Background: an optimization exercise with open tools, aiming at small area. Do not read the settings as production practice.
The RTL was checked by simulation tests, not by an equivalence proof against the original design.
Power is estimated from default activity; no workload was simulated.

**flow/design.v**
```verilog
module bit_fifo #(parameter DEPTH = 768) (
	input clk,
	input reset,
	input din,
	input wr_en,
	input rd_en,
	output reg q,
	output empty,
	output full
);
	localparam AW = $clog2(DEPTH);
	localparam CW = $clog2(DEPTH+1);
	reg mem [0:DEPTH-1];
	reg [AW-1:0] wr_ptr;
	reg [AW-1:0] rd_ptr;
	reg [CW-1:0] count;
	wire do_wr = wr_en & ~full;
	wire do_rd = rd_en & ~empty;
	assign empty = (count == 0);
	assign full = (count == DEPTH);
	always @(posedge clk) begin
		if (do_wr)
			mem[wr_ptr] <= din;
	end
	always @(posedge clk) begin
		if (reset) begin
			wr_ptr <= 0;
			rd_ptr <= 0;
			count <= 0;
			q <= 0;
		end else begin
			if (do_wr)
				wr_ptr <= (wr_ptr == DEPTH-1) ? {AW{1'b0}} : wr_ptr + 1'b1;
			if (do_rd) begin
				q <= mem[rd_ptr];
				rd_ptr <= (rd_ptr == DEPTH-1) ? {AW{1'b0}} : rd_ptr + 1'b1;
			end
			if (do_wr & ~do_rd)
				count <= count + 1'b1;
			else if (do_rd & ~do_wr)
				count <= count - 1'b1;
		end
	end
endmodule
module ledDriver(input clk, input reset, output reg led, input data, input lastBit, input start, output finish, output reg read);
	reg running;
	reg resCounting;
	reg[4:0] count;
	always @(posedge clk) begin
		if (reset || ~running) begin
			count<=0;
		end else begin
			if (count!=24) begin
				count <= count + 1;
			end else begin
			 count <=0;
			end
		end
	end
  reg firstbit;
	always @(posedge clk) begin
	  if (reset) begin
	    running <= 0;
	    firstbit <= 1;	   
		read <= 0;
		resCounting <= 0;
	  end else begin
	    if (~running & start) begin
	      running <= 1;
	      firstbit <= 1;
	    end else if (running) begin
	      firstbit<=0;
	      if (lastBit && count==24) begin
	        running <= 0;
	        resCounting <= 1;	 
			read <= 0;
	      end else if (count==0 && ~firstbit) begin
			read <= 1;
	      end else read <= 0;
	    end else if (resCounting && finish) begin
	      resCounting <= 0;
	    end
	  end
	end
	always @(posedge clk) begin
		if (reset || ~running) begin
			led <= 0;
		end else begin
			if (count==0) begin
				led <= 1;
			end else if ( (count==8 && ~data) || (count==16 && data)) begin
				led<=0;
			end
		end
	end
	reg [10:0] resCounter;
	always @(posedge clk) begin
	  if (reset || ~resCounting) begin
	    resCounter<=0;
	  end else begin
	    resCounter <= resCounter+1;
	  end
	end
	assign finish = resCounter==11'h7FF;
endmodule
module ws2812_top(input clk, input reset, input spi_valid, input spi_data, output led);
	parameter NUM_LEDS = 32;
	localparam NUM_BITS = NUM_LEDS*24;
	reg switch;
	wire q1,q2;
	reg[12:0] writeCount;
	wire read;	
	wire write ;		   	   
	wire empty1, empty2;
	reg justSwitched;
	bit_fifo #(.DEPTH(NUM_BITS)) fifo1(
		.clk(clk),
		.reset(reset),
		.din(spi_data),
		.wr_en(spi_valid & ~switch & write),
		.rd_en(read & switch),
		.q(q1),
		.empty(empty1),
		.full()
	);	   
	bit_fifo #(.DEPTH(NUM_BITS)) fifo2(
		.clk(clk),
		.reset(reset),
		.din(spi_data),
		.wr_en(spi_valid & switch & write),
		.rd_en(read & ~switch),
		.q(q2),
		.empty(empty2),
		.full()
	);		  
	wire readData;
	assign readData = switch ? q1 : q2;
	wire empty;
	assign empty = switch ? empty1 : empty2;
	wire ledFinished;  
	wire readDriver;
	assign read = readDriver | justSwitched;
	ledDriver ledDriver_inst(
		.clk(clk),
		.reset(reset),
		.led(led),
		.data(readData),   
		.lastBit(empty),
		.start(justSwitched),
		.finish(ledFinished),
		.read(readDriver)				  
	);
	reg ledRealFinished;
	reg firstRun;
	always @(posedge clk) begin
		if (reset) begin
			firstRun <= 1;		 
			ledRealFinished <= 1;
		end else begin
			if (justSwitched) begin
				firstRun <= 0;				
			end
			if (ledFinished)
				ledRealFinished <= 1;
			else if (justSwitched)
				ledRealFinished <= 0;
		end
	end
	reg spiFinished;
	reg seenSwitch;
	assign write = ~spiFinished | (seenSwitch!=switch);	
	wire spiRealFinished;
	assign spiRealFinished = spiFinished & (seenSwitch==switch);
	always @(posedge clk) begin
		if (reset) begin 
			writeCount <= 0;
			spiFinished <= 0;
			seenSwitch <= 0;
		end else if (spi_valid) begin
			if (writeCount==NUM_BITS-1) begin   
				if (seenSwitch!=switch) begin
					writeCount <= 1;  
					spiFinished <= 0;
				end else begin
					spiFinished <= 1;
				end
			end else begin
				writeCount <= writeCount + 1;
				spiFinished <= 0;		 
				seenSwitch <= switch;
			end
		end
	end			 
	always @(posedge clk) begin
		if (reset) begin
			switch <= 0;			  
			justSwitched <= 0;
		end else begin	
			if ((firstRun | ledRealFinished) & spiRealFinished) begin
				switch <= ~switch;
				justSwitched <= 1;
			end else
				justSwitched <= 0;
		end
	end	
endmodule
```
**flow/run.sh**
```bash
#!/bin/bash
# synth_recipe.tcl (not shown) runs the flow's synth.tcl, then flattens the netlist and writes it again
# the make line also repeats each setting of config.mk as NAME=value (left out here)
make -C /OpenROAD-flow-scripts/flow DESIGN_CONFIG=/design/flow/config.mk WORK_HOME=/design/flow/orfs CLKGATE_MAP_FILE= SYNTH_SCRIPT=/design/flow/synth_recipe.tcl finish
```
**flow/constraint.sdc**
```tcl
create_clock -name core_clock -period 48.9 [get_ports {clk}]
set_input_delay 9.7800 -clock core_clock [delete_from_list [all_inputs] [get_ports {clk}]]
set_output_delay 9.7800 -clock core_clock [all_outputs]
set_load 0.01 [all_outputs]
```
**flow/config.mk**
```make
export PLATFORM = sky130hd
export DESIGN_NAME = ws2812_top
export DESIGN_NICKNAME = ws2812_top
export VERILOG_FILES = /design/flow/design.v
export SDC_FILE = /design/flow/constraint.sdc
export NUM_CORES = 4
export LEC_CHECK = 0
export CAP_MARGIN = 20
export CORE_MARGIN = 2
export CORE_UTILIZATION = 45
export PLACE_DENSITY = 0.6
export SLEW_MARGIN = 20
```
==> results by group, run 1 <==
Status
  • Run status: complete, no violations

STA
  • Fin crit share: 0.2748
  • Setup violators final: 0
  • Slew Limit Headroom: 0.1902
  • Fmax achieved: roughly 0.074 GHz
  • Minimum clock period after layout: between 10 and 15 ns
  • Setup TNS: 0 ns
  • Slew @ Worst Pin: about 1.2 ns
  • Slew Limit Fails: 0
  • Hold Vio Cnt, Final: 0
  • Setup Skew: about 0.069 ns
  • Hold Slack: 0.4441 ns
  • Unrepaired setup endpoints after global routing: no

Pwr
  • Static leakage: between 20 and 25 nW
  • P_sw: around 580 µW
  • Pwr/cell area: 35.88 nW/µm²
  • Sw frac: 0.2071
  • Clock Power Share: 0.443
  • Seq pwr share: 0.544
  • Comb power frac: 0.013
  • Int Power: between 2 and 2.5 mW
  • Final Total Pwr: about 2.8 mW
  • Max rail drop VDD: ~35 µV

Clocking
  • # hold bufs at CTS: 0
  • Post_cts resized: 0
  • CTS Buffer Depth: 3
  • CTS tree: built
  • Post-CTS Setup Bufs: 0
  • Number of CTS-inserted buffers: 172
  • Clock slew at reported path FFs: ~0.060 ns
  • H-tree depth: 4
  • Root buffer cell: clkbuf_16
  • Worst-skew pair later-pin latency: between 0.8 and 0.9 ns
  • Clock sinks: 1638

Critical path
  • Critical-path top delay cell: nor3_2
  • Crit path max fanout: 10
  • R2R Setup Slk: roughly 44 ns
  • Worst Setup End Kind: register
  • Worst Path Buf+Inv: 2
  • CP cell instances: clkdlybuf4s50_1 > o21ai_0 > nor3_2 > ha_1 > inv_1 > ha_1 > nor2b_1 > o21ai_0 > a21boi_0 > o21ai_0 > a21boi_0 > o21a_1 > o21ai_0 > or3b_2 > a21oi_1
  • Reg2Reg Depth: 11
  • Critical Setup Path Class: in -> reg
  • Setup crit start kind: input pin
  • Critical path arrival: approximately 14 ns
  • Cell mode on critical path: o21ai_0
  • CP Depth: 15
  • Largest delay share family, worst path: compound AO/OA/AOI/OAI gates
  • CP required: 49.63 ns
  • Max incr delay on CP: about 0.73 ns

Synthesis
  • Cell area after synthesis: a little over 70000 µm²
  • Sequential share of the synthesized area: 0.6741
  • Post-synthesis async set-or-reset flop share: 0
  • Post-Syn Nets: between 5000 and 6000
  • Yosys cell types: 70
  • Number of synthesized flops with an enable pin: around 1500
  • Post-synth top flop: edfxtp_1
  • Avg Inst Size Synth: about 14 µm²
  • Mapped Cells: 5181
  • Synth warnings: 3
  • Seq cells post-synth: 1638

Floorplan
  • DIE AREA: approximately 160000 µm²
  • FP Rows: between 100 and 150
  • Die W: approximately 400 µm
  • I/O pins: 5
  • Core Region: between 150000 and 200000 µm²
  • Chip Height: 402.5 µm
  • Effective utilization at floorplan: 0.4522

Worst hold path
  • Hold Path Stages: 1
  • Min-delay worst type: reg -> reg

Global route
  • Vias in the first global route: ~41000
  • Largest net degree at the start of global routing: approximately 280
  • Overflow after GRT: 0
  • Gr usage total: 0.2236
  • First-pass GRT wire length: 269.2 mm
  • Initial antenna violation count: 3

Route
  • Antenna Nets Post-Route: 0
  • Vias/cell: slightly below 6
  • Routed len/inst: between 20 and 30 µm
  • Residual DRC: 0
  • Initial DRC Count: 4968
  • Final Routed Wirelength: ~180 mm
  • Via count: approximately 43000
  • Drt first pass iters: 5

Placement
  • RePlAce Congestion: about 0.84
  • Final HPWL DP: about 100 mm
  • I/O Buffers: 4

Layout
  • Final #Nets: 5090
  • Commonest non-fill, non-tap cell in the layout: nor2_1
  • Area Growth Syn to Fin: 10.15%
  • Most frequent cells in the layout: nor2_1, edfxtp_1, mux4_2
  • Fraction of layout cells with a size suffix above 1: 0.1478
  • N_diodes: 0

Flow run
  • Maxcap violations: 0
-- layer usage --
layer | up-vias | part of all wire | track usage
met5 | - | 0.00011 | 0
met4 | 2 | 0.034 | 0.07631
met3 | 330 | 0.075 | 0.04156
met2 | 1566 | 0.48 | 0.3585
met1 | 22090 | 0.41 | 0.3085
li1 | 18600 | - | -
-- synth_stat cells (all sizes together) (15+ instances only) --
cell type / instances / area share
o21ai: 61 / 0.0043
mux2i: 152 / 0.021
buf: 99 / 0.0094
inv: 37 / 0.0019
a211oi: 22 / 0.0023
ha: 32 / 0.0056
xor2: 26 / 0.0032
a22o: 16 / 0.0020
o221ai: 18 / 0.0022
nor2b: 15 / 0.0013
a221oi: 26 / 0.0032
nor3: 45 / 0.0032
and2: 18 / 0.0016
nand2: 232 / 0.012
xnor2: 29 / 0.0036
clkbuf: 356 / 0.019
nand3: 43 / 0.0030
dfxtp: 102 / 0.029
and3: 16 / 0.0014
o22ai: 15 / 0.0013
mux4: 352 / 0.11
a21oi: 79 / 0.0055
edfxtp: 1536 / 0.65
nor2: 1679 / 0.088
-- power groups by stage --
| stage | Clock (mW) | Sequential, mW | Combinational (mW) |
|---|---|---|---|
| finish | 1.25 | 1.54 | 0.0380 |
| detailed placement | 0 | 1.56 | 0.0375 |
| floorplan | 0 | 1.56 | 0.0143 |
| global route | 1.32 | 1.53 | 0.0422 |
| CTS | 1.27 | 1.54 | 0.0376 |
| global placement | 0 | 1.56 | 0.0368 |
-- path summary, 6_finish.rpt --
path                                                   start                           end
worst max-delay path                               spi_valid                fifo1.count[8]
worst min-delay path            ledDriver_inst.resCounter[0]  ledDriver_inst.resCounter[0]
worst max register to register               fifo2.rd_ptr[1]                       fifo2.q
worst min register to register  ledDriver_inst.resCounter[0]  ledDriver_inst.resCounter[0]
-- area by class of cell --
| class | instances | area, µm² |
|---|---|---|
| clock buffer | 230 | 4573 |
| sequential | 1638 | 48190 |
| timing repair buffer | 152 | 1260 |
| multi-input combinational | 3051 | 21190 |
| inverter | 37 | 138.9 |
| tap | 2072 | 2592 |
| fill | 13490 | 79310 |
| clock inverter | 74 | 769.5 |
-- through the flow --
step | cells | worst slack [ns] | util | area (µm²)
after floorplan | 5181 | 35.84 | - | 71450
after global placement | 6947 | 34.61 | 0.4635 | 73240
after detailed placement | 6949 | 34.67 | 0.4639 | 73300
after CTS | 7253 | 35.52 | 0.4977 | 78640
after global routing | 7254 | 35.06 | 0.4981 | 78710
final | 7254 | 35.46 | 0.4981 | 78710
-- sequential cells by signal (all words and copies together) (netlist names), 5 cells and up --
name,count
fifo1.mem,768
writeCount,13
ledDriver_inst.count,5
fifo2.count,10
ledDriver_inst.resCounter,11
fifo2.wr_ptr,10
fifo2.rd_ptr,10
fifo1.rd_ptr,10
fifo2.mem,768
fifo1.wr_ptr,10
fifo1.count,10
-- logic make-up after synthesis --
family	count (synthesis)	share of synthesized area
compound gates	324	0.03082
xor+xnor	55	0.006741
fa+ha+maj	34	0.006164
buf+inv	492	0.03014
flops	1638	0.6741
mux	511	0.1333
simple gates	2127	0.1187
==> run 2: changes to the inputs <==
==> flow/design.v (replaced) <==
module ws2812_top(input clk, input reset, input spi_valid, input spi_data, output reg led);
	localparam D = 24;           
	localparam NL = 63;          
	localparam QD = 23;          
	reg [4:0] ph;
	always @(posedge clk)
		if (reset || ph == D-1) ph <= 0;
		else ph <= ph + 1'b1;
	reg [9:0] writeCount;
	reg spiFinished;
	reg pend;                    
	reg ledRealFinished;
	reg justSwitched;
	wire swcond = ledRealFinished & spiFinished & ~pend;
	wire accept = spi_valid & (~spiFinished | pend);
	wire wcLast = (writeCount == 10'd767);
	always @(posedge clk) begin
		if (reset) begin
			writeCount <= 0;
			spiFinished <= 0;
			pend <= 0;
		end else begin
			if (spi_valid) begin
				if (wcLast) begin
					if (pend) begin
						writeCount <= 1;
						spiFinished <= 0;
					end else
						spiFinished <= 1;
				end else begin
					writeCount <= writeCount + 1'b1;
					spiFinished <= 0;
				end
			end
			if (swcond)
				pend <= 1;
			else if (spi_valid & ~wcLast)
				pend <= 0;
		end
	end
	reg [QD-1:0] q;
	reg [4:0] qc;
	reg [4:0] cs;
	reg [5:0] cl;
	wire atc = (ph == cs);
	wire qne = (qc != 0);
	wire commit = atc & (qne | accept);
	wire shin = accept & ~(atc & ~qne);
	wire pop = atc & qne;
	wire cdata = qne ? q[qc-1'b1] : spi_data;
	always @(posedge clk)
		if (shin) q <= {q[QD-2:0], spi_data};
	always @(posedge clk) begin
		if (reset) begin
			qc <= 0;
			cs <= 0;
			cl <= 0;
		end else begin
			if (shin & ~pop) qc <= qc + 1'b1;
			else if (pop & ~shin) qc <= qc - 1'b1;
			if (commit) begin
				if (cs == D-1) begin
					cs <= 0;
					cl <= (cl == NL-1) ? 6'd0 : cl + 1'b1;
				end else
					cs <= cs + 1'b1;
			end
		end
	end
	reg [NL-1:0] ring [0:D-1];
	wire [NL-1:0] tap = ring[D-1];
	integer i;
	always @(posedge clk) begin
		for (i = D-1; i > 0; i = i - 1)
			ring[i] <= ring[i-1];
	end
	genvar g;
	generate for (g = 0; g < NL; g = g + 1) begin : lane
		always @(posedge clk)
			ring[0][g] <= (commit && cl == g) ? cdata : tap[g];
	end endgenerate
	reg running;
	reg resCounting;
	reg [4:0] count;
	reg [10:0] resCounter;
	wire finish = (resCounter == 11'h7FF);
	reg [4:0] rs;
	reg [5:0] rl;
	reg [4:0] rk;
	reg got;
	reg d;
	wire atr = (ph == rs);
	wire fetch = atr & (~running | ~got);
	wire use8 = running & (count == 8);
	wire lastBit = (rs == 0) & (rk == 0);
	always @(posedge clk)
		if (fetch) d <= tap[rl];
	always @(posedge clk) begin
		if (reset) begin
			rs <= 0;
			rl <= 0;
			rk <= 0;
			got <= 0;
		end else begin
			if (use8) begin
				got <= 0;
				if (rs == D-1) begin
					rs <= 0;
					rk <= rk + 1'b1;
					rl <= (rl == NL-1) ? 6'd0 : rl + 1'b1;
				end else
					rs <= rs + 1'b1;
			end else if (fetch)
				got <= 1;
		end
	end
	always @(posedge clk) begin
		if (reset || ~running)
			count <= 0;
		else if (count != 24)
			count <= count + 1'b1;
		else
			count <= 0;
	end
	always @(posedge clk) begin
		if (reset) begin
			running <= 0;
			resCounting <= 0;
		end else begin
			if (~running & justSwitched)
				running <= 1;
			else if (running) begin
				if (lastBit && count == 24) begin
					running <= 0;
					resCounting <= 1;
				end
			end else if (resCounting && finish)
				resCounting <= 0;
		end
	end
	always @(posedge clk) begin
		if (reset || ~running)
			led <= 0;
		else if (count == 0)
			led <= 1;
		else if ((count == 8 && ~d) || count == 16)
			led <= 0;
	end
	always @(posedge clk) begin
		if (reset || ~resCounting)
			resCounter <= 0;
		else
			resCounter <= resCounter + 1'b1;
	end
	always @(posedge clk) begin
		if (reset) begin
			ledRealFinished <= 1;
			justSwitched <= 0;
		end else begin
			if (finish)
				ledRealFinished <= 1;
			else if (justSwitched)
				ledRealFinished <= 0;
			justSwitched <= swcond;
		end
	end
endmodule
--- a/flow/config.mk
+++ b/flow/config.mk
@@ -7,6 +7,9 @@
 export LEC_CHECK = 0
+export ABC_AREA = 1
 export CAP_MARGIN = 20
 export CORE_MARGIN = 2
-export CORE_UTILIZATION = 45
-export PLACE_DENSITY = 0.6
+export CORE_UTILIZATION = 60
+export CTS_BUF_LIST = sky130_fd_sc_hd__clkbuf_8
+export CTS_CLUSTER_SIZE = 30
+export PLACE_DENSITY = 0.75
 export SLEW_MARGIN = 20
==> run 2 against run 1 <==
Against the previous run: cell area down 46%; setup slack better by 1.7 ns; first-iteration DRC count shrank 80%.
==> results by group, run 2 <==
Status
  • Run status: complete, no violations

Layout
  • Area Growth Syn to Fin: 13.98%
  • Top reg by flops: ring
  • Fin area: 42340 µm² (-46%)
  • Largest regs: ring x1512, q x23, resCounter x11
  • Most frequent cells in the layout: dfxtp_1, nand2_1, clkbuf_8
  • FILL cells: 3879 (-71%)
  • Commonest non-fill, non-tap cell in the layout: dfxtp_1
  • Max FFs per register: roughly 1500
  • Fraction of layout cells with a size suffix above 1: 0.1114 (-0.03637)
  • Final #Nets: 2851 (-44%)

Synthesis
  • Top cell type's share of synthesized area: 0.8531 (+0.2076)
  • Post-Syn Nets: 2675 (-49%)
  • Avg Inst Size Synth: 14.00 µm² (+1.5%)
  • Mapped Cells: 2653 (-49%)
  • Synth top cells by count: dfxtp_1, nand2_1, nor2_1, inv_1, o21ai_0
  • Synth area leader: dfxtp_1
  • Seq cells post-synth: 1607 (-1.9%)
  • Post-synth top flop: dfxtp_1
  • Ranking of synthesized cells by area: dfxtp_1, nand2_1, edfxtp_1, nor2_1, inv_1
  • Top-count cell post-synth: dfxtp_1
  • Number of synthesized flops with an enable pin: 24 (-98%)
  • Post-synthesis async set-or-reset flop share: 0 (unchanged)
  • Sequential share of the synthesized area: 0.8725 (+0.1984)
  • Cell area after synthesis: 37150 µm² (-48%)
  • Synth warnings: 2 (-1)
  • Yosys cell types: 38 (-46%)

Pwr
  • Static leakage: 17.57 nW (-23%)
  • Final Total Pwr: 2.434 mW (-14%)
  • Max rail drop VDD: 42.24 µV (+22%)
  • Pwr/cell area: 57.48 nW/µm² (+60%)

Floorplan
  • Core Region: 61480 µm² (-61%)
  • Chip Height: 252.8 µm (-37%)
  • DIE AREA: 63920 µm² (-61%)
  • Die W: 252.8 µm (-37%)
  • I/O pins: 5 (unchanged)
  • FP Rows: 91 (-38%)
  • Effective utilization at floorplan: 0.6042 (+0.1520)

Clocking
  • Post_cts resized: 0 (unchanged)
  • Post-CTS Setup Bufs: 0 (unchanged)
  • H-tree depth: 4 (unchanged)
  • Worst-skew pair later-pin latency: 0.82 ns (about the same)
  • Clock sinks: 1607 (-1.9%)
  • CTS tree: built
  • # hold bufs at CTS: 0 (unchanged)
  • Clock slew at reported path FFs: 0.06 ns (about the same)
  • CTS Buffer Depth: 3 (unchanged)
  • Number of CTS-inserted buffers: 211 (+23%)
  • Root buffer cell: clkbuf_8

STA
  • Slew @ Worst Pin: 0.9396 ns (-0.2751 ns)
  • Hold Vio Cnt, Final: 0 (unchanged)
  • Unrepaired setup endpoints after global routing: no
  • Setup violators final: 0 (unchanged)
  • Setup TNS: 0 ns (unchanged)
  • Slew Limit Headroom: 0.3716 (+0.1814)
  • Hold Slack: 0.3022 ns (-0.1418 ns)
  • Fin crit share: 0.2400 (-0.03478)
  • Setup Skew: 0.03575 ns (-0.03328 ns)
  • Slew Limit Fails: 0 (unchanged)
  • Minimum clock period after layout: 11.74 ns (-1.701 ns)
  • Fmax achieved: 0.08521 GHz (+14%)

Route
  • Wire length on met3: 2.478 mm (-82%)
  • Via count: 17350 (-59%)
  • Initial DRC Count: 1012 (-80%)
  • Residual DRC: 0 (unchanged)
  • Routed wl met2: 24.61 mm (-72%)
  • Highest routed layer: met4
  • Drt first pass iters: 8 (+3)
  • Final Routed Wirelength: 54.32 mm (-70%)
  • Vias/cell: 4.588 (-22%)
  • Antenna Nets Post-Route: 0 (unchanged)
  • Routed len/inst: 14.37 µm (-43%)
  • Met1 wire length: 25.37 mm (-66%)

Critical path
  • Worst setup startpoint: reset
  • Critical path arrival: 12.47 ns (-1.70 ns)
  • CP required: 49.64 ns (about the same)
  • Worst Setup End Kind: register
  • Setup crit start kind: input pin
  • R2R Setup Slk: 45.75 ns (+1.70 ns)
  • Critical Setup Path Class: in -> reg
  • Crit path max fanout: 29 (+19)
  • RR Startpoint: qc[0]

Placement
  • Final HPWL DP: 31.16 mm (-70%)
  • Post-DP Area: 37930 µm² (-48%)
  • RePlAce Congestion: 0.8949 (+6.1%)
  • I/O Buffers: 4 (unchanged)

Worst hold path
  • Min-delay worst type: reg -> reg
  • Startpoint of the worst hold path: ring[9][36]

Flow run
  • Maxcap violations: 0 (unchanged)

Global route
  • Initial antenna violation count: 2 (-1)
  • Overflow after GRT: 0 (unchanged)
  • Gr usage total: 0.1770 (-0.04656)
  • First-pass GRT wire length: 88.03 mm (-67%)
  • Largest net degree at the start of global routing: 133 (-52%)
  • Vias in the first global route: 17900 (-57%)
-- run 2: cell count changes in the layout (fill, tap and decap cells not counted), sizes merged, moves of 151 or more --
cell    change
dfxtp    +1481
edfxtp   -1512
mux2i     -152
nand2     +153
mux4      -352
inv       +151
nor2     -1498
-- run 2: path summary, 6_finish.rpt --
| kind | endpoint | cells past startpoint |
|---|---|---|
| min | ring[10][36] | 0 |
| max reg2reg | ring[0][11] | 11 |
| max | resCounter[3] | 6 |
| min reg2reg | ring[10][36] | 0 |
-- run 2: per-layer routing --
metal,up-vias,GRT usage
met2,431,0.2745
met5,-,0
met3,136,0.04657
li1,8696,-
met1,8085,0.2291
met4,0,0.09434
-- run 2: power breakdown --
part	internal [mW]	leakage, nW	total (mW)	switching, mW
clock	0.527	2.49	0.982	0.455
combinational	0.0225	2.09	0.102	0.0794
sequential	1.34	13.0	1.35	0.0121
total	1.89	17.6	2.43	0.546
-- run 2: layout make-up --
class / instances / area (µm²) / share of cell area
Clock inverter: 104 / 704.4 / 0.01664
Inverter: 126 / 473.0 / 0.01117
Tap cell: 790 / 988.4 / 0.02334
Sequential cell: 1607 / 32410 / 0.7654
Timing Repair Buffer: 7 / 62.56 / 0.001477
Antenna cell: 3 / 7.507 / 0.0001773
Clock buffer: 268 / 3689 / 0.08711
Multi-Input combinational cell: 876 / 4008 / 0.09465
-- run 2: per-stage QoR --
stage / std cells / util / setup slack [ns]
floorplan: 2653 / - / 36.89
global placement: 3406 / 0.6169 / 36.49
detailed placement: 3406 / 0.6169 / 36.40
CTS: 3778 / 0.6883 / 37.28
global route: 3779 / 0.6886 / 36.95
finish: 3781 / 0.6887 / 37.16
-- run 2: cell families (layout without fill, tap and decap cells) --
group                    after synthesis  in the layout  synth area share
AND/OR/NAND/NOR                      688            688           0.07558
adder cells (fa/ha/maj)               18             18          0.006063
buffers and inverters                170            505           0.02034
other                                  0              3                 0
flip-flops                          1607           1607            0.8725
AO/OA/AOI/OAI                        155            155           0.02203
XOR/XNOR                              15             15          0.003536
-- run 2: critical path, cell delays in order --
cell and delay, ns:
clkdlybuf4s50_1 0.89, inv_1 0.95, nand2_1 0.35, inv_1 0.24, o21ai_0 0.13, a21oi_1 0.12
==> run 3: changes to the inputs <==
==> flow/config.mk (replaced) <==
export PLATFORM = sky130hd
export DESIGN_NAME = ws2812_top
export DESIGN_NICKNAME = ws2812_top
export VERILOG_FILES = /design/flow/design.v
export SDC_FILE = /design/flow/constraint.sdc
export NUM_CORES = 4
export LEC_CHECK = 0
export CAP_MARGIN = 20
export CORE_MARGIN = 2
export CORE_UTILIZATION = 45
export PLACE_DENSITY = 0.6
export SLEW_MARGIN = 20
==> run 3 against run 2 <==
Against the previous run: critical path type is now reg -> out; register-to-register slack got worse by 0.37 ns; sequential cell count did not move; clock-buffer cell count fell by 58; largest cell class unchanged; area after synthesis fell by 1.1%; wire length fell by 9.5%; critical path depth fell by 5; final cell count fell by 6.7%; combinational power fell by 15%.
==> results by group, run 3 <==
Global route
  • First-pass GRT wire length: 79.05 mm (-10%)
  • Initial antenna violation count: 3 (+1)
  • Gr usage total: 0.1211 (-0.05591)
  • Vias in the first global route: 15490 (-13%)
  • Overflow after GRT: 0 (unchanged)
  • Largest net degree at the start of global routing: 64 (-52%)

Floorplan
  • I/O pins: 5 (unchanged)
  • FP Rows: 104 (+14%)
  • Effective utilization at floorplan: 0.4553 (-0.1489)
  • Die W: 289.7 µm (+15%)
  • Core Region: 80680 µm² (+31%)
  • DIE AREA: 83930 µm² (+31%)
  • Chip Height: 289.7 µm (+15%)

Worst hold path
  • Min-delay worst type: reg -> reg

Pwr
  • Final Total Pwr: 2.529 mW (+3.9%)
  • Pwr/cell area: 59.30 nW/µm² (+3.2%)
  • Max rail drop VDD: 29.63 µV (-30%)
  • Static leakage: 16.87 nW (-4.0%)

Synthesis
  • Number of synthesized flops with an enable pin: 24 (unchanged)
  • Sequential share of the synthesized area: 0.8824 (+0.009926)
  • Ranking of synthesized cells by area: dfxtp_1, edfxtp_1, a21oi_1, mux2i_1, a31oi_1
  • Mapped Cells: 2253 (-15%)
  • Post-synthesis async set-or-reset flop share: 0 (unchanged)
  • Avg Inst Size Synth: 16.30 µm² (+16%)
  • Top-count cell post-synth: dfxtp_1
  • Cell area after synthesis: 36730 µm² (-1.1%)
  • Yosys cell types: 70 (+84%)
  • Post-synth top flop: dfxtp_1
  • Synth top cells by count: dfxtp_1, a21oi_1, nor2_1, a31oi_1, nand3_1
  • Post-Syn Nets: 2275 (-15%)
  • Synth area leader: dfxtp_1
  • Seq cells post-synth: 1607 (unchanged)
  • Top cell type's share of synthesized area: 0.8628 (+0.009705)
  • Synth warnings: 2 (unchanged)

STA
  • Fin crit share: 0.2327 (-0.007274)
  • Slew @ Worst Pin: 0.7693 ns (-0.1704 ns)
  • Minimum clock period after layout: 11.38 ns (-0.3557 ns)
  • Setup Skew: 0.02757 ns (-0.008177 ns)
  • Slew Limit Fails: 0 (unchanged)
  • Hold Vio Cnt, Final: 0 (unchanged)
  • Unrepaired setup endpoints after global routing: no
  • Fmax achieved: 0.08788 GHz (+3.1%)
  • Slew Limit Headroom: 0.4859 (+0.1143)
  • Setup violators final: 0 (unchanged)
  • Setup TNS: 0 ns (unchanged)

Critical path
  • CP cell instances: clkdlybuf4s50_1
  • Critical path arrival: 1.60 ns (-10.87 ns)
  • Largest delay share family, worst path: buffers and inverters
  • Max incr delay on CP: 0.55 ns (-0.40 ns)
  • Critical-path top delay cell: clkdlybuf4s50_1
  • Critical Setup Path Class: reg -> out
  • CP required: 39.12 ns (-10.52 ns)
  • Setup crit start kind: register
  • Worst Path Buf+Inv: 1 (-2)
  • Worst Setup End Kind: output port
  • Crit path max fanout: 2 (-93%)

Clocking
  • Clock sinks: 1607 (unchanged)
  • Post-CTS Setup Bufs: 0 (unchanged)
  • Clock slew at reported path FFs: 0.06 ns (about the same)
  • # hold bufs at CTS: 0 (unchanged)
  • Worst-skew pair later-pin latency: 0.72 ns (-0.10 ns)
  • H-tree depth: 4 (unchanged)
  • CTS Buffer Depth: 3 (unchanged)
  • Post_cts resized: 0 (unchanged)
  • Number of CTS-inserted buffers: 144 (-32%)
  • Root buffer cell: clkbuf_16
  • CTS tree: built

Route
  • Initial DRC Count: 866 (-14%)
  • Antenna Nets Post-Route: 0 (unchanged)
  • Vias/cell: 4.356 (-5.1%)
  • Residual DRC: 0 (unchanged)
  • Drt first pass iters: 7 (-1)
  • Via count: 15370 (-11%)
  • Routed len/inst: 13.93 µm (-3.0%)
  • Final Routed Wirelength: 49.16 mm (-9.5%)

Layout
  • Commonest non-fill, non-tap cell in the layout: dfxtp_1
  • Max FFs per register: 1512 (unchanged)
  • Top reg by flops: ring
  • Largest regs: ring x1512, q x23, resCounter x11
  • Register Area: 32410 µm² (unchanged)
  • Fraction of layout cells with a size suffix above 1: 0.1123 (+0.0008363)
  • Most frequent cells in the layout: dfxtp_1, clkbuf_16, a21oi_1
  • Final #Nets: 2369 (-17%)
  • FILL cells: 6403 (+65%)
  • Post-layout util: 0.5287 (-0.1600)
  • Multi-input logic area: 3817 µm² (-4.7%)
  • Area Growth Syn to Fin: 16.12%

Status
  • Run status: complete, no violations

Flow run
  • Maxcap violations: 0 (unchanged)

Placement
  • RePlAce Congestion: 0.7846 (-12%)
  • I/O Buffers: 4 (unchanged)
  • Final HPWL DP: 28.34 mm (-9.1%)
## run 3: changes by cell type after synthesis, moves of 16 or more
| cell | change |
|---|---|
| nand3_1 | -36 |
| nand4_1 | -16 |
| nor2_1 | -123 |
| a31oi_1 | +49 |
| inv_1 | -77 |
| mux2i_1 | +31 |
| o21ai_0 | -68 |
| nor3_1 | +18 |
| a21oi_1 | +17 |
| xnor2_1 | +18 |
| nand2_1 | -350 |
## run 3: layout make-up
cell class              instances  area share
well taps                    1060     0.03109
clock buffers                 210     0.09760
flip-flops and latches       1607      0.7599
diodes                          2   0.0001173
multi-input cells             534     0.08950
repair buffers                 15    0.002757
clock inverters                56     0.01508
inverters                      45    0.003960
## run 3: worst register-to-register path, cell delays in order (launching register included)
cell	delay [ns]
dfxtp_1	0.73
inv_1	0.18
ha_1	0.57
mux4_2	0.37
mux2i_1	0.20
a31oi_1	0.11
a311oi_4	0.34
buf_4	0.60
a41oi_1	0.27
## run 3: report_power, final
part	internal, mW	switching, mW	leakage, nW
Sequential	1.33	0.0114	13.0
Combinational	0.0283	0.0587	1.50
Clock	0.633	0.465	2.37
Total	1.99	0.535	16.9
## run 3: through the flow
step / hold slack [ns] / area (µm²) / instances / setup WS, ns
after detailed placement: 0.3121 / 37830 / 3261 / 36.60
after global placement: 0.3096 / 37830 / 3261 / 36.78
final: 0.3130 / 42650 / 3529 / 37.52
after CTS: 0.3092 / 42640 / 3527 / 37.37
after floorplan: 0.3096 / 36730 / 2253 / 36.22
after global routing: 0.3158 / 42650 / 3527 / 37.43
## run 3: cell families (layout without fill, tap and decap cells)
group	Yosys count	after routing	synth area share
compound gates	178	178	0.03154
xor+xnor	35	35	0.008345
fa+ha+maj	18	18	0.006132
buf+inv	112	326	0.01465
flops	1607	1607	0.8824
mux	50	50	0.01959
other cells	0	2	0
simple gates	253	253	0.03737
## run 3: final timing paths
path,start,end,slack [ns],cells after the start
worst max-delay path,led,led,37.52,1
worst min-delay path,ring[17][11],ring[18][11],0.31,0
worst max register to register,qc[0],ring[0][50],45.38,8
worst min register to register,ring[17][11],ring[18][11],0.31,0
## run 3: layer usage
metal / track usage / wire [µm]
met5: 0 / 0
met4: 0.06705 / 1790
met3: 0.03367 / 2308
met2: 0.1771 / 20900
met1: 0.1629 / 24160
==> run 4: changes to the inputs <==
--- a/flow/design.v
+++ b/flow/design.v
@@ -11,5 +11,5 @@
 	reg pend;                    
-	reg ledRealFinished;
-	reg justSwitched;
-	wire swcond = ledRealFinished & spiFinished & ~pend;
+	reg running;
+	reg resCounting;
+	wire swcond = ~running & ~resCounting & spiFinished & ~pend;
 	wire accept = spi_valid & (~spiFinished | pend);
@@ -81,7 +81,3 @@
 	end endgenerate
-	reg running;
-	reg resCounting;
 	reg [4:0] count;
-	reg [10:0] resCounter;
-	wire finish = (resCounter == 11'h7FF);
 	reg [4:0] rs;
@@ -89,10 +85,11 @@
 	reg [4:0] rk;
-	reg got;
+	reg x;
 	reg d;
-	wire atr = (ph == rs);
-	wire fetch = atr & (~running | ~got);
 	wire use8 = running & (count == 8);
+	wire rwrap = use8 & (rs == D-1);
 	wire lastBit = (rs == 0) & (rk == 0);
+	wire gapCarry = resCounting & (count == 5'd31);
+	wire finish = gapCarry & x & (rk == 5'd31);
 	always @(posedge clk)
-		if (fetch) d <= tap[rl];
+		if (ph == rs) d <= tap[rl];
 	always @(posedge clk) begin
@@ -101,15 +98,8 @@
 			rl <= 0;
-			rk <= 0;
-			got <= 0;
-		end else begin
-			if (use8) begin
-				got <= 0;
-				if (rs == D-1) begin
-					rs <= 0;
-					rk <= rk + 1'b1;
-					rl <= (rl == NL-1) ? 6'd0 : rl + 1'b1;
-				end else
-					rs <= rs + 1'b1;
-			end else if (fetch)
-				got <= 1;
+		end else if (use8) begin
+			if (rs == D-1) begin
+				rs <= 0;
+				rl <= (rl == NL-1) ? 6'd0 : rl + 1'b1;
+			end else
+				rs <= rs + 1'b1;
 		end
@@ -117,8 +107,21 @@
 	always @(posedge clk) begin
-		if (reset || ~running)
+		if (reset) begin
+			rk <= 0;
+			x <= 0;
+		end else begin
+			if (rwrap | gapCarry)
+				rk <= rk + 1'b1;
+			if (gapCarry & (rk == 5'd31))
+				x <= ~x;
+		end
+	end
+	always @(posedge clk) begin
+		if (reset)
 			count <= 0;
-		else if (count != 24)
+		else if (swcond)
+			count <= 5'd31;
+		else if (running & (count == 24))
+			count <= 0;
+		else if (running | resCounting)
 			count <= count + 1'b1;
-		else
-			count <= 0;
 	end
@@ -129,3 +132,3 @@
 		end else begin
-			if (~running & justSwitched)
+			if (swcond)
 				running <= 1;
@@ -136,3 +139,3 @@
 				end
-			end else if (resCounting && finish)
+			end else if (finish)
 				resCounting <= 0;
@@ -148,20 +151,2 @@
 	end
-	always @(posedge clk) begin
-		if (reset || ~resCounting)
-			resCounter <= 0;
-		else
-			resCounter <= resCounter + 1'b1;
-	end
-	always @(posedge clk) begin
-		if (reset) begin
-			ledRealFinished <= 1;
-			justSwitched <= 0;
-		end else begin
-			if (finish)
-				ledRealFinished <= 1;
-			else if (justSwitched)
-				ledRealFinished <= 0;
-			justSwitched <= swcond;
-		end
-	end
 endmodule
--- a/flow/config.mk
+++ b/flow/config.mk
@@ -9,4 +9,6 @@
 export CORE_MARGIN = 2
-export CORE_UTILIZATION = 45
-export PLACE_DENSITY = 0.6
+export CORE_UTILIZATION = 60
+export CTS_CLUSTER_DIAMETER = 70
+export CTS_CLUSTER_SIZE = 36
+export PLACE_DENSITY = 0.75
 export SLEW_MARGIN = 20
==> run 4 against run 3 <==
Against the previous run: sequential share of layout area up 7.1 points; setup slack lost 0.87 ns; critical path depth is 5 higher; combinational power decreased by 7.6%; area after synthesis is 1.1% lower; die area down 26%; clock-buffer cell count fell by 153; clock power decreased by 49%; register-to-register slack got worse by 0.07 ns; synthesized cell count down 5.1%; non-clock buffer count is 8 lower; first-iteration DRC count is 9.7% lower; critical path type is now in -> reg.
==> results by group, run 4 <==
Synthesis
  • Number of synthesized flops with an enable pin: 24 (unchanged)
  • Top cell type's share of synthesized area: 0.8654 (+0.002673)
  • Cell area after synthesis: 36320 µm² (-1.1%)
  • Seq cells post-synth: 1594 (-0.81%)
  • Yosys cell types: 63 (-10%)
  • Post-synthesis async set-or-reset flop share: 0 (unchanged)
  • Synth area leader: dfxtp_1
  • Post-Syn Nets: 2162 (-5.0%)
  • Synth top cells by count: dfxtp_1, nor2_1, mux2_4, nand2_1, inv_1
  • Sequential share of the synthesized area: 0.8853 (+0.002896)
  • Post-synth top flop: dfxtp_1
  • Top-count cell post-synth: dfxtp_1
  • Mapped Cells: 2139 (-5.1%)
  • Ranking of synthesized cells by area: dfxtp_1, mux2_4, edfxtp_1, nor2_1, mux4_2
  • Synth warnings: 2 (unchanged)
  • Avg Inst Size Synth: 16.98 µm² (+4.1%)

Floorplan
  • FP Rows: 90 (-13%)
  • DIE AREA: 62510 µm² (-26%)
  • I/O pins: 5 (unchanged)
  • Effective utilization at floorplan: 0.6040 (+0.1487)
  • Core Region: 60130 µm² (-25%)
  • Chip Height: 250.0 µm (-14%)
  • Die W: 250.0 µm (-14%)

STA
  • Setup TNS: 0 ns (unchanged)
  • Slew @ Worst Pin: 1.137 ns (+0.3675 ns)
  • Minimum clock period after layout: 12.25 ns (+0.8747 ns)
  • Fmax achieved: 0.08160 GHz (-7.1%)
  • Hold Vio Cnt, Final: 0 (unchanged)
  • Unrepaired setup endpoints after global routing: no
  • Slew Limit Fails: 0 (unchanged)
  • Setup violators final: 0 (unchanged)
  • Slew Limit Headroom: 0.2411 (-0.2448)
  • Setup Skew: 0.01989 ns (-0.007681 ns)
  • Fin crit share: 0.2506 (+0.01789)

Clocking
  • Post_cts resized: 0 (unchanged)
  • Root buffer cell: clkbuf_16
  • Clock slew at reported path FFs: 0.12 ns (+0.06 ns)
  • # hold bufs at CTS: 0 (unchanged)
  • Clock sinks: 1594 (-0.81%)
  • H-tree depth: 2 (-2)
  • Number of CTS-inserted buffers: 52 (-64%)
  • CTS Buffer Depth: 3 (unchanged)
  • CTS tree: built
  • Worst-skew pair later-pin latency: 0.65 ns (-0.07 ns)
  • Post-CTS Setup Bufs: 0 (unchanged)

Layout
  • Fraction of layout cells with a size suffix above 1: 0.07526 (-0.03702)
  • Area Growth Syn to Fin: 6.508%
  • Top reg by flops: ring
  • FILL cells: 4037 (-37%)
  • Max FFs per register: 1512 (unchanged)
  • Commonest non-fill, non-tap cell in the layout: dfxtp_1
  • Final #Nets: 2189 (-7.6%)
  • Largest regs: ring x1512, q x23, writeCount x10
  • Most frequent cells in the layout: dfxtp_1, nor2_1, mux2_4

Pwr
  • Final Total Pwr: 1.971 mW (-22%)
  • P_sw: 413.3 µW (-23%)
  • Pwr/cell area: 50.95 nW/µm² (-14%)
  • Int Power: 1.558 mW (-22%)
  • Comb power frac: 0.041 (+0.007)
  • Sw frac: 0.2097 (-0.001812)
  • Static leakage: 15.07 nW (-11%)
  • Clock Power Share: 0.283 (-0.151)
  • Seq pwr share: 0.676 (+0.144)
  • Max rail drop VDD: 38.30 µV (+29%)

Critical path
  • CP cell instances: clkdlybuf4s50_1 > inv_1 > o21ai_1 > nand4_1 > nor2_1 > mux2_4
  • Crit path max fanout: 16 (+14)
  • Worst Setup End Kind: register
  • Critical path arrival: 12.80 ns (+11.20 ns)
  • Worst Path Buf+Inv: 2 (+1)
  • CP required: 49.44 ns (+10.32 ns)
  • Critical-path top delay cell: nand4_1
  • Critical Setup Path Class: in -> reg
  • Max incr delay on CP: 0.90 ns (+0.35 ns)
  • Setup crit start kind: input pin
  • Largest delay share family, worst path: simple AND/OR/NAND/NOR gates

Status
  • Run status: complete, no violations

Global route
  • First-pass GRT wire length: 72.17 mm (-8.7%)
  • Initial antenna violation count: 4 (+1)
  • Overflow after GRT: 0 (unchanged)
  • Gr usage total: 0.1472 (+0.02613)
  • Largest net degree at the start of global routing: 64 (unchanged)
  • Vias in the first global route: 13590 (-12%)

Placement
  • RePlAce Congestion: 0.8010 (+2.1%)
  • I/O Buffers: 4 (unchanged)
  • Final HPWL DP: 28.00 mm (-1.2%)

Route
  • Drt first pass iters: 5 (-2)
  • Residual DRC: 0 (unchanged)
  • Antenna Nets Post-Route: 0 (unchanged)
  • Via count: 13750 (-11%)
  • Routed len/inst: 15.53 µm (+12%)
  • Initial DRC Count: 782 (-9.7%)
  • Final Routed Wirelength: 46.03 mm (-6.4%)
  • Vias/cell: 4.639 (+6.5%)

Flow run
  • Maxcap violations: 0 (unchanged)

Worst hold path
  • Min-delay worst type: reg -> reg
[run 4: changes by cell type in the layout (fill, tap and decap cells not counted), sizes merged, moves of 18 or more]
cell	delta
a31oi	-45
mux2i	-18
nor2	+62
clkinv	-36
a21oi	-39
mux2	+62
inv	-20
nand3	-24
clkbuf	-153
[run 4: path summary, 6_finish.rpt]
check / start / end / slack (ns) / cells past startpoint
setup / recovery: spi_valid / ring[0][1] / 36.65 / 6
hold / removal: ring[12][5] / ring[13][5] / 0.33 / 0
setup reg to reg: qc[0] / ring[0][58] / 45.31 / 8
hold reg to reg: ring[12][5] / ring[13][5] / 0.33 / 0
[run 4: cell type report]
class | count | area, µm² | area share
timing repair buffer | 7 | 62.56 | 0.001617
clock buffer | 57 | 1371 | 0.03545
sequential | 1594 | 32150 | 0.8312
antenna | 2 | 5.005 | 0.0001294
clock inverter | 10 | 127.6 | 0.003299
multi-input combinational | 485 | 3887 | 0.1005
inverter | 26 | 97.59 | 0.002523
tap | 782 | 978.4 | 0.02530
[run 4: stage by stage]
step           hold WS [ns]    util  worst slack, ns  instances  instance area, µm²
3_3_place_gp         0.3096  0.6180            36.11       2894               37160
5_1_grt              0.3251  0.6432            36.54       2961               38680
3_5_place_dp         0.3121  0.6181            36.04       2894               37170
2_1_floorplan        0.3096       -            37.20       2139               36320
6_report             0.3270  0.6433            36.65       2963               38680
4_1_cts              0.3247  0.6430            36.72       2961               38670
[run 4: power by group through the flow]
stage | Sequential [mW] | Combinational (mW) | Clock (mW)
global placement | 1.36 | 0.0740 | 0
detailed placement | 1.36 | 0.0788 | 0
finish | 1.33 | 0.0804 | 0.559
floorplan | 1.36 | 0.0746 | 0
CTS | 1.33 | 0.0791 | 0.573
global route | 1.33 | 0.0863 | 0.613
[run 4: per-layer routing]
layer  up-vias  track usage  wire length, µm
li1       6897            -                -
met5         -            0                0
met2       217       0.2283            19970
met4         0      0.04893             1212
met1      6549       0.2140            23290
met3        83      0.02295             1555
[run 4: worst reg2reg max path: cells and delay by family, from the launching register on]
family / cells / cell delay [ns]
AO/OA/AOI/OAI: 1 / 0.13
AND/OR/NAND/NOR: 1 / 0.45
buffers and inverters: 2 / 0.72
flip-flops: 1 / 0.72
multiplexers: 3 / 0.94
adder cells (fa/ha/maj): 1 / 0.57
[run 4: cell families (layout without fill, tap and decap cells)]
group	count (synthesis)	count (layout)	share of synthesized area
other	0	2	0
multiplexers	98	98	0.04286
adder cells (fa/ha/maj)	19	19	0.006546
XOR/XNOR	31	31	0.007476
AO/OA/AOI/OAI	77	77	0.01509
AND/OR/NAND/NOR	260	260	0.03442
flip-flops	1594	1594	0.8853
buffers and inverters	60	100	0.008337
==> run 5: changes to the inputs <==
--- a/flow/config.mk
+++ b/flow/config.mk
@@ -9,6 +9,7 @@
 export CORE_MARGIN = 2
-export CORE_UTILIZATION = 60
-export CTS_CLUSTER_DIAMETER = 70
-export CTS_CLUSTER_SIZE = 36
-export PLACE_DENSITY = 0.75
+export CORE_UTILIZATION = 65
+export CTS_BUF_LIST = sky130_fd_sc_hd__clkbuf_8
+export CTS_CLUSTER_DIAMETER = 40
+export CTS_CLUSTER_SIZE = 20
+export PLACE_DENSITY = 0.8
 export SLEW_MARGIN = 20
==> run 5 against run 4 <==
Against the previous run: still clean on timing, DRC and antenna; core utilization grew 8.2 points; clock-buffer cell count grew 75; fmax shrank 0.57%; via count grew 5.3%; hold slack lost 0.011 ns; final cell count grew 4.1%; global-route usage grew 3.9 points; wire length grew 14%; cell area grew 3.4%; synthesized cell count is the same; sequential power is essentially flat; first-iteration DRC count grew 8.8%; largest cell class unchanged; highest routed layer unchanged.
==> results by group, run 5 <==
Placement
  • Post-DP Area: 37130 µm² (-0.11%)
  • Final HPWL DP: 29.92 mm (+6.9%)
  • Setup WS pre-CTS: 36.02 ns (-0.02250 ns)
  • I/O Buffers: 4 (unchanged)
  • Placed insts: 2860 (-1.2%)
  • RePlAce Congestion: 0.8185 (+2.2%)

Pwr
  • Max rail drop VDD: 40.60 µV (+6.0%)
  • Static leakage: 15.73 nW (+4.4%)
  • Pwr/cell area: 54.50 nW/µm² (+7.0%)

Clocking
  • Worst-skew pair later-pin latency: 0.74 ns (+0.09 ns)
  • Clock slew at reported path FFs: 0.11 ns (about the same)
  • CTS Buffer Depth: 3 (unchanged)
  • Post-CTS Setup Bufs: 0 (unchanged)
  • CTS tree: built
  • H-tree depth: 3 (+1)
  • Clock sinks: 1594 (unchanged)
  • Root buffer cell: clkbuf_8
  • Post_cts resized: 0 (unchanged)
  • # hold bufs at CTS: 0 (unchanged)
  • Number of CTS-inserted buffers: 118 (+130%)

Synthesis
  • Top-count cell post-synth: dfxtp_1
  • Synth area leader: dfxtp_1
  • Synth warnings: 2 (unchanged)
  • Yosys cell types: 63 (unchanged)
  • Synth top cells by count: dfxtp_1, nor2_1, mux2_4, nand2_1, inv_1
  • Post-synth top flop: dfxtp_1
  • Mapped Cells: 2139 (unchanged)
  • Top cell type's share of synthesized area: 0.8654 (unchanged)
  • Number of synthesized flops with an enable pin: 24 (unchanged)
  • Post-Syn Nets: 2162 (unchanged)
  • Cell area after synthesis: 36320 µm² (unchanged)
  • Post-synthesis async set-or-reset flop share: 0 (unchanged)
  • Ranking of synthesized cells by area: dfxtp_1, mux2_4, edfxtp_1, nor2_1, mux4_2
  • Avg Inst Size Synth: 16.98 µm² (unchanged)
  • Seq cells post-synth: 1594 (unchanged)
  • Sequential share of the synthesized area: 0.8853 (unchanged)

Layout
  • Final #Nets: 2255 (+3.0%)
  • Non-Filler Instances: 3084 (+4.1%)
  • Post-layout util: 0.7249 (+0.08162)
  • Largest regs: ring x1512, q x23, writeCount x10
  • Area Growth Syn to Fin: 10.18%
  • Commonest non-fill, non-tap cell in the layout: dfxtp_1
  • Most frequent cells in the layout: dfxtp_1, clkbuf_8, nor2_1
  • Max FFs per register: 1512 (unchanged)
  • Fraction of layout cells with a size suffix above 1: 0.1354 (+0.06013)
  • Fin area: 40010 µm² (+3.4%)
  • Top reg by flops: ring
  • FILL cells: 3091 (-23%)

Critical path
  • Crit path max fanout: 16 (unchanged)
  • CP required: 49.54 ns (+0.10 ns)
  • Worst Setup End Kind: register
  • Setup crit start kind: input pin
  • Critical path arrival: 12.96 ns (+0.16 ns)
  • Critical Setup Path Class: in -> reg
  • R2R Setup Slk: 45.37 ns (+0.06 ns)

STA
  • Minimum clock period after layout: 12.32 ns (+0.07000 ns)
  • Setup TNS: 0 ns (unchanged)
  • Fin crit share: 0.2520 (+0.001431)
  • Hold Vio Cnt, Final: 0 (unchanged)
  • Unrepaired setup endpoints after global routing: no
  • Setup Skew: 0.03349 ns (+0.01360 ns)
  • Slew Limit Headroom: 0.2280 (-0.01317)
  • Setup violators final: 0 (unchanged)
  • Slew Limit Fails: 0 (unchanged)
  • Slew @ Worst Pin: 1.150 ns (+0.01305 ns)
  • Fmax achieved: 0.08114 GHz (-0.57%)
  • Post-route setup slack: 36.58 ns (-0.07000 ns)

Route
  • Via count: 14470 (+5.3%)
  • Initial DRC Count: 851 (+8.8%)
  • Drt first pass iters: 5 (unchanged)
  • Highest routed layer: met4
  • Residual DRC: 0 (unchanged)
  • Routed wl met2: 24.75 mm (+24%)
  • Wire length on met3: 1.941 mm (+25%)
  • Final Routed Wirelength: 52.30 mm (+14%)
  • Vias/cell: 4.693 (+1.2%)
  • Met1 wire length: 24.21 mm (+3.9%)
  • Antenna Nets Post-Route: 0 (unchanged)
  • Routed len/inst: 16.96 µm (+9.2%)

Floorplan
  • Chip Height: 240.4 µm (-3.9%)
  • Effective utilization at floorplan: 0.6579 (+0.05396)
  • DIE AREA: 57780 µm² (-7.6%)
  • Core Region: 55200 µm² (-8.2%)
  • FP Rows: 86 (-4.4%)
  • I/O pins: 5 (unchanged)
  • Die W: 240.4 µm (-3.9%)

Global route
  • Largest net degree at the start of global routing: 64 (unchanged)
  • Initial antenna violation count: 2 (-2)
  • Overflow after GRT: 0 (unchanged)
  • First-pass GRT wire length: 81.34 mm (+13%)
  • Vias in the first global route: 15100 (+11%)
  • Gr usage total: 0.1863 (+0.03901)

Flow run
  • Maxcap violations: 0 (unchanged)

Worst hold path
  • Min-delay worst type: reg -> reg

Status
  • Run status: complete, no violations
[run 5: cell type report]
class	count	area (µm²)	area share
clock inverters	90	1065	0.02661
flip-flops and latches	1594	32150	0.8035
inverters	26	97.59	0.002439
clock buffers	132	1817	0.04540
diodes	2	5.005	0.0001251
repair buffers	7	62.56	0.001563
well taps	748	935.9	0.02339
multi-input cells	485	3879	0.09694
[run 5: through the flow]
step / hold slack (ns) / total power, mW
5_1_grt: 0.3165 / 2.249
6_report: 0.3161 / 2.181
4_1_cts: 0.3165 / 2.197
2_1_floorplan: 0.3096 / 1.430
3_5_place_dp: 0.3121 / 1.440
3_3_place_gp: 0.3096 / 1.434
[run 5: critical path, cell delays in order]
cell and delay (ns):
clkdlybuf4s50_1 0.72, inv_1 0.21, o21ai_1 0.50, nand4_1 0.92
nor2_1 0.49, mux2_4 0.34
[run 5: kinds of logic (layout without fill, tap and decap cells)]
kind of cell | count (synthesis) | count (layout) | synth area share
AO/OA/AOI/OAI | 77 | 77 | 0.01509
adder cells (fa/ha/maj) | 19 | 19 | 0.006546
buffers and inverters | 60 | 255 | 0.008337
flip-flops | 1594 | 1594 | 0.8853
XOR/XNOR | 31 | 31 | 0.007476
multiplexers | 98 | 98 | 0.04286
other | 0 | 2 | 0
AND/OR/NAND/NOR | 260 | 260 | 0.03442
[run 5: path summary, 6_finish.rpt]
kind	depth (start not counted)	startpoint	end
max	6	spi_valid	ring[0][29]
min reg2reg	0	ring[17][28]	ring[18][28]
min	0	ring[17][28]	ring[18][28]
max reg2reg	7	qc[0]	ring[0][29]
[run 5: where the power goes]
part           switching (mW)  leakage (nW)  total [mW]  internal, mW
clock                   0.438          1.42       0.768         0.330
sequential             0.0115          12.9        1.33          1.32
combinational          0.0522          1.42      0.0802        0.0280
[run 5: layer usage]
metal | GRT usage | vias up
met3 | 0.03594 | 120
met1 | 0.2462 | 6938
met2 | 0.3095 | 299
li1 | - | 7115
met5 | 0 | -
met4 | 0.06531 | 0
==> run 6: changes to the inputs <==
==> flow/config.mk (replaced) <==
export PLATFORM = sky130hd
export DESIGN_NAME = ws2812_top
export DESIGN_NICKNAME = ws2812_top
export VERILOG_FILES = /design/flow/design.v
export SDC_FILE = /design/flow/constraint.sdc
export NUM_CORES = 4
export LEC_CHECK = 0
export ABC_CLOCK_PERIOD_IN_PS = 48900
export CAP_MARGIN = 20
export CORE_MARGIN = 2
export CORE_UTILIZATION = 45
export CTS_CLUSTER_DIAMETER = 100
export CTS_CLUSTER_SIZE = 30
export PLACE_DENSITY = 0.6
export SLEW_MARGIN = 20
==> run 6 against run 5 <==
Against the previous run: setup slack improved by 0.11 ns; cell area fell by 2.3%; largest power group unchanged; fmax rose by 0.88%; critical endpoint is now ring[0][49]; wire length fell by 14%.
==> results by group, run 6 <==
STA
  • Minimum clock period after layout: 12.22 ns (-0.1081 ns)
  • Slew Limit Fails: 0 (unchanged)
  • Fin crit share: 0.2498 (-0.002211)
  • Fmax achieved: 0.08186 GHz (+0.88%)
  • Hold Vio Cnt, Final: 0 (unchanged)
  • Setup TNS: 0 ns (unchanged)
  • Slew Limit Headroom: 0.2506 (+0.02266)
  • Slew @ Worst Pin: 1.123 ns (-0.02726 ns)
  • Hold Slack: 0.3227 ns (+0.006642 ns)
  • Setup Skew: 0.02543 ns (-0.008059 ns)
  • Setup violators final: 0 (unchanged)
  • Unrepaired setup endpoints after global routing: no

Route
  • Vias/cell: 4.265 (-9.1%)
  • Initial DRC Count: 707 (-17%)
  • Drt first pass iters: 5 (unchanged)
  • Antenna Nets Post-Route: 0 (unchanged)
  • Final Routed Wirelength: 44.94 mm (-14%)
  • Via count: 13830 (-4.5%)
  • Residual DRC: 0 (unchanged)
  • Routed len/inst: 13.86 µm (-18%)

Critical path
  • Reg2Reg Depth: 8 (+1)
  • Critical path arrival: 12.75 ns (-0.21 ns)
  • Setup crit start kind: input pin
  • Worst Setup End Kind: register
  • R2R Setup Slk: 45.26 ns (-0.11 ns)
  • CP required: 49.43 ns (-0.11 ns)
  • Crit path max fanout: 16 (unchanged)
  • Critical Setup Path Class: in -> reg
  • Reg2reg end: ring[0][60]
  • RR Startpoint: qc[0]

Clocking
  • Clock sinks: 1594 (unchanged)
  • Root buffer cell: clkbuf_16
  • # hold bufs at CTS: 0 (unchanged)
  • H-tree depth: 2 (-1)
  • Clock slew at reported path FFs: 0.12 ns (about the same)
  • Post_cts resized: 0 (unchanged)
  • CTS Buffer Depth: 3 (unchanged)
  • CTS tree: built
  • Number of CTS-inserted buffers: 59 (-50%)
  • Worst-skew pair later-pin latency: 0.65 ns (-0.09 ns)
  • Post-CTS Setup Bufs: 0 (unchanged)

Global route
  • Initial antenna violation count: 5 (+3)
  • Met1 Resource Use GR: 0.1618 (-0.08435)
  • Vias in the first global route: 13590 (-10%)
  • Gr usage total: 0.1092 (-0.07704)
  • Met3 usage: 0.01989 (-0.01605)
  • Overflow after GRT: 0 (unchanged)
  • GRT busiest layer: met1
  • Largest net degree at the start of global routing: 64 (unchanged)
  • Met2 Usage GRT: 0.1577 (-0.1518)
  • First-pass GRT wire length: 71.04 mm (-13%)

Synthesis
  • Seq cells post-synth: 1594 (unchanged)
  • Top-count cell post-synth: dfxtp_1
  • Synth area leader: dfxtp_1
  • Post-Syn Nets: 2162 (unchanged)
  • Post-synthesis async set-or-reset flop share: 0 (unchanged)
  • Sequential share of the synthesized area: 0.8853 (unchanged)
  • Yosys cell types: 63 (unchanged)
  • Number of synthesized flops with an enable pin: 24 (unchanged)
  • Mapped Cells: 2139 (unchanged)
  • Post-synth top flop: dfxtp_1
  • Ranking of synthesized cells by area: dfxtp_1, mux2_4, edfxtp_1, nor2_1, mux4_2
  • Synth top cells by count: dfxtp_1, nor2_1, mux2_4, nand2_1, inv_1
  • Avg Inst Size Synth: 16.98 µm² (unchanged)
  • Top cell type's share of synthesized area: 0.8654 (unchanged)
  • Synth warnings: 2 (unchanged)
  • Cell area after synthesis: 36320 µm² (unchanged)

Pwr
  • Pwr/cell area: 50.72 nW/µm² (-6.9%)
  • Static leakage: 15.11 nW (-4.0%)
  • Max rail drop VDD: 30.80 µV (-24%)

Layout
  • Commonest non-fill, non-tap cell in the layout: dfxtp_1
  • Final #Nets: 2196 (-2.6%)
  • Most frequent cells in the layout: dfxtp_1, nor2_1, clkbuf_16
  • Fin area: 39110 µm² (-2.3%)
  • Largest regs: ring x1512, q x23, writeCount x10
  • Fraction of layout cells with a size suffix above 1: 0.07435 (-0.06104)
  • Max FFs per register: 1512 (unchanged)
  • Non-Filler Instances: 3242 (+5.1%)
  • Area Growth Syn to Fin: 7.690%
  • Top reg by flops: ring

Floorplan
  • Core Region: 80160 µm² (+45%)
  • DIE AREA: 82990 µm² (+44%)
  • Die W: 288.1 µm (+20%)
  • I/O pins: 5 (unchanged)
  • Chip Height: 288.1 µm (+20%)
  • FP Rows: 104 (+21%)
  • Effective utilization at floorplan: 0.4531 (-0.2048)

Worst hold path
  • Hold endpoint: ring[22][14]
  • Min-delay worst type: reg -> reg
  • Hold Path Stages: 0 (unchanged)
  • Startpoint of the worst hold path: ring[21][14]

Placement
  • Final HPWL DP: 27.85 mm (-6.9%)
  • Placed insts: 3172 (+11%)
  • Post-DP Area: 37520 µm² (+1.1%)
  • RePlAce Congestion: 0.7804 (-4.7%)
  • I/O Buffers: 4 (unchanged)

Flow run
  • Maxcap violations: 0 (unchanged)

Status
  • Run status: complete, no violations
-- run 6: cell types whose count changed in the layout (fill, tap and decap cells not counted), sizes merged --
cell and change:
clkinv -34, bufinv -11, clkbuf -67, inv -22, clkinvlp -21, diode +1
-- run 6: power breakdown --
group / leakage, nW / internal (mW) / switching, mW
logic: 1.43 / 0.0281 / 0.0514
registers: 12.9 / 1.32 / 0.0106
clock network: 0.771 / 0.226 / 0.347
-- run 6: layer usage --
metal,routed length [µm],vias to the layer above
li1,-,6918
met1,23600,6570
met2,18250,239
met3,1658,99
met4,1433,0
met5,0,-
-- run 6: per-stage QoR --
step                        util  setup slack, ns  power, mW
final                     0.4879            36.68      1.984
after global routing      0.4878            36.53      2.061
after CTS                 0.4876            36.77      2.006
after detailed placement  0.4680            36.04      1.440
after global placement    0.4679            36.10      1.435
after floorplan                -            37.20      1.430
-- run 6: worst max-delay path, stage by stage --
cell and delay (ns):
clkdlybuf4s50_1 0.69, inv_1 0.21, o21ai_1 0.50, nand4_1 0.84, nor2_1 0.40, mux2_4 0.32
-- run 6: layout make-up --
class	instances	area (µm²)
sequential	1594	32150
clock inverter	2	28.78
fill	6712	41050
clock buffer	65	1541
timing repair buffer	7	62.56
multi-input combinational	485	3895
tap	1060	1326
antenna	3	7.507
inverter	26	97.59
-- run 6: cell families (layout without fill, tap and decap cells) --
kind of cell / count (synthesis) / in the layout / share of synthesized area
flip-flops: 1594 / 1594 / 0.8853
AND/OR/NAND/NOR: 260 / 260 / 0.03442
multiplexers: 98 / 98 / 0.04286
AO/OA/AOI/OAI: 77 / 77 / 0.01509
buffers and inverters: 60 / 100 / 0.008337
XOR/XNOR: 31 / 31 / 0.007476
adder cells (fa/ha/maj): 19 / 19 / 0.006546
other: 0 / 3 / 0
-- run 6: how the worst max path moves through the flow --
stage | start | end | cells past startpoint
floorplan | spi_valid | q[0] | 3
global placement | spi_valid | ring[0][1] | 6
detailed placement | spi_valid | ring[0][49] | 6
CTS | spi_valid | ring[0][49] | 6
global route | spi_valid | ring[0][5] | 6
finish | spi_valid | ring[0][49] | 6
==> run 7: changes to the inputs <==
--- a/flow/config.mk
+++ b/flow/config.mk
@@ -7,3 +7,2 @@
 export LEC_CHECK = 0
-export ABC_CLOCK_PERIOD_IN_PS = 48900
 export CAP_MARGIN = 20
==> run 7 against run 6 <==
Against the previous run: final cell count unchanged; cell area unchanged; wire length is the same; total power unchanged; critical endpoint unchanged.
==> results by group, run 7 <==
Flow run
  • Maxcap violations: 0 (unchanged)

Critical path
  • CP Capture Point: ring[0][49]
  • Crit path max fanout: 16 (unchanged)
  • Reg2Reg Depth: 8 (unchanged)
  • CP required: 49.43 ns (about the same)
  • Setup crit start kind: input pin
  • R2R Setup Slk: 45.26 ns (about the same)
  • RR Startpoint: qc[0]
  • Worst Setup End Kind: register

Synthesis
  • Yosys cell types: 63 (unchanged)
  • Number of synthesized flops with an enable pin: 24 (unchanged)
  • Cell area after synthesis: 36320 µm² (unchanged)
  • Synth warnings: 2 (unchanged)
  • Post-synthesis async set-or-reset flop share: 0 (unchanged)
  • Post-Syn Nets: 2162 (unchanged)
  • Avg Inst Size Synth: 16.98 µm² (unchanged)
  • Mapped Cells: 2139 (unchanged)
  • Sequential share of the synthesized area: 0.8853 (unchanged)
  • Top cell type's share of synthesized area: 0.8654 (unchanged)
  • Ranking of synthesized cells by area: dfxtp_1, mux2_4, edfxtp_1, nor2_1, mux4_2
  • Seq cells post-synth: 1594 (unchanged)
  • Synth area leader: dfxtp_1
  • Post-synth top flop: dfxtp_1

Route
  • Initial DRC Count: 707 (unchanged)
  • Vias/cell: 4.265 (unchanged)
  • Drt first pass iters: 5 (unchanged)
  • Final Routed Wirelength: 44.94 mm (unchanged)
  • Routed len/inst: 13.86 µm (unchanged)
  • Antenna Nets Post-Route: 0 (unchanged)

STA
  • Unrepaired setup endpoints after global routing: no
  • Slew Limit Fails: 0 (unchanged)
  • Setup violators final: 0 (unchanged)
  • Slew @ Worst Pin: 1.123 ns (unchanged)
  • Hold Slack: 0.3227 ns (unchanged)
  • Hold Vio Cnt, Final: 0 (unchanged)

Layout
  • Commonest non-fill, non-tap cell in the layout: dfxtp_1
  • Top reg by flops: ring
  • Max FFs per register: 1512 (unchanged)
  • Post-layout util: 0.4879 (unchanged)
  • Final #Nets: 2196 (unchanged)
  • Non-Filler Instances: 3242 (unchanged)
  • Largest regs: ring x1512, q x23, writeCount x10

Floorplan
  • Die W: 288.1 µm (unchanged)
  • Chip Height: 288.1 µm (unchanged)
  • DIE AREA: 82990 µm² (unchanged)
  • Core Region: 80160 µm² (unchanged)
  • FP Rows: 104 (unchanged)
  • I/O pins: 5 (unchanged)

Clocking
  • Number of CTS-inserted buffers: 59 (unchanged)
  • CTS Buffer Depth: 3 (unchanged)
  • # hold bufs at CTS: 0 (unchanged)
  • Post-CTS Setup Bufs: 0 (unchanged)
  • Worst-skew pair later-pin latency: 0.65 ns (about the same)
  • H-tree depth: 2 (unchanged)

Global route
  • Gr usage total: 0.1092 (unchanged)
  • First-pass GRT wire length: 71.04 mm (unchanged)
  • Largest net degree at the start of global routing: 64 (unchanged)
  • Overflow after GRT: 0 (unchanged)

Pwr
  • Clock Power Share: 0.289 (about the same)
  • Int Power: 1.575 mW (unchanged)
  • Seq pwr share: 0.671 (about the same)
  • Comb power frac: 0.040 (about the same)
  • P_sw: 408.8 µW (unchanged)
  • Static leakage: 15.11 nW (unchanged)
  • Max rail drop VDD: 30.80 µV (unchanged)
  • Sw frac: 0.2061 (unchanged)

Placement
  • I/O Buffers: 4 (unchanged)
  • RePlAce Congestion: 0.7804 (unchanged)
  • Final HPWL DP: 27.85 mm (unchanged)
  • Setup WS pre-CTS: 36.04 ns (unchanged)

Status
  • Run status: complete, no violations
==> run 7: how the worst min path moves through the flow <==
stage                 start      endpoint  slack (ns)  cells past startpoint
5_1_grt        ring[10][62]  ring[11][62]        0.33                      0
3_3_place_gp     ring[7][9]    ring[8][9]        0.31                      0
3_5_place_dp    ring[12][4]   ring[13][4]        0.31                      0
2_1_floorplan    ring[9][0]   ring[10][0]        0.31                      0
6_report       ring[21][14]  ring[22][14]        0.32                      0
4_1_cts        ring[20][15]  ring[21][15]        0.33                      0
==> run 7: area by class of cell <==
cell class,count,area (µm²)
tap,1060,1326
multi-input combinational,485,3895
inverter,26,97.59
fill,6712,41050
antenna,3,7.507
timing repair buffer,7,62.56
sequential,1594,32150
clock inverter,2,28.78
clock buffer,65,1541
==> run 7: cells by family (layout without fill, tap and decap cells) <==
| family | Yosys count | count (layout) | share of synthesized area |
|---|---|---|---|
| other | 0 | 3 | 0 |
| buffers and inverters | 60 | 100 | 0.008337 |
| flip-flops | 1594 | 1594 | 0.8853 |
| XOR/XNOR | 31 | 31 | 0.007476 |
| adder cells (fa/ha/maj) | 19 | 19 | 0.006546 |
| multiplexers | 98 | 98 | 0.04286 |
| AO/OA/AOI/OAI | 77 | 77 | 0.01509 |
| AND/OR/NAND/NOR | 260 | 260 | 0.03442 |
==> run 7: critical path, cell delays in order <==
cell and delay [ns]:
clkdlybuf4s50_1 0.69, inv_1 0.21, o21ai_1 0.50, nand4_1 0.84, nor2_1 0.40, mux2_4 0.32
==> run 7: power by group through the flow <==
stage | Clock (mW) | Combinational, mW | Sequential (mW)
finish | 0.573 | 0.0795 | 1.33
global route | 0.641 | 0.0858 | 1.33
CTS | 0.595 | 0.0795 | 1.33
detailed placement | 0 | 0.0790 | 1.36
global placement | 0 | 0.0757 | 1.36
floorplan | 0 | 0.0746 | 1.36
==> run 7: metal layers <==
layer	track usage	vias up	share of wire	wire, µm
li1	-	6918	-	-
met1	0.1618	6570	0.53	23600
met2	0.1577	239	0.41	18250
met3	0.01989	99	0.037	1658
met4	0.04456	0	0.032	1433
met5	0	-	0	0
==> run 7: metrics by stage <==
stage	power, mW	cell area, µm²
6_report	1.984	39110
3_3_place_gp	1.435	37510
5_1_grt	2.061	39100
2_1_floorplan	1.430	36320
4_1_cts	2.006	39090
3_5_place_dp	1.440	37520

Setup slack of run 7, layout unchanged: 36.684 ns with ideal ports, 36.723 ns with driving cells assumed (clock clkbuf_16, inputs buf_2), 36.020 ns with port delays also shifted by the 0.703 ns mid clock arrival.
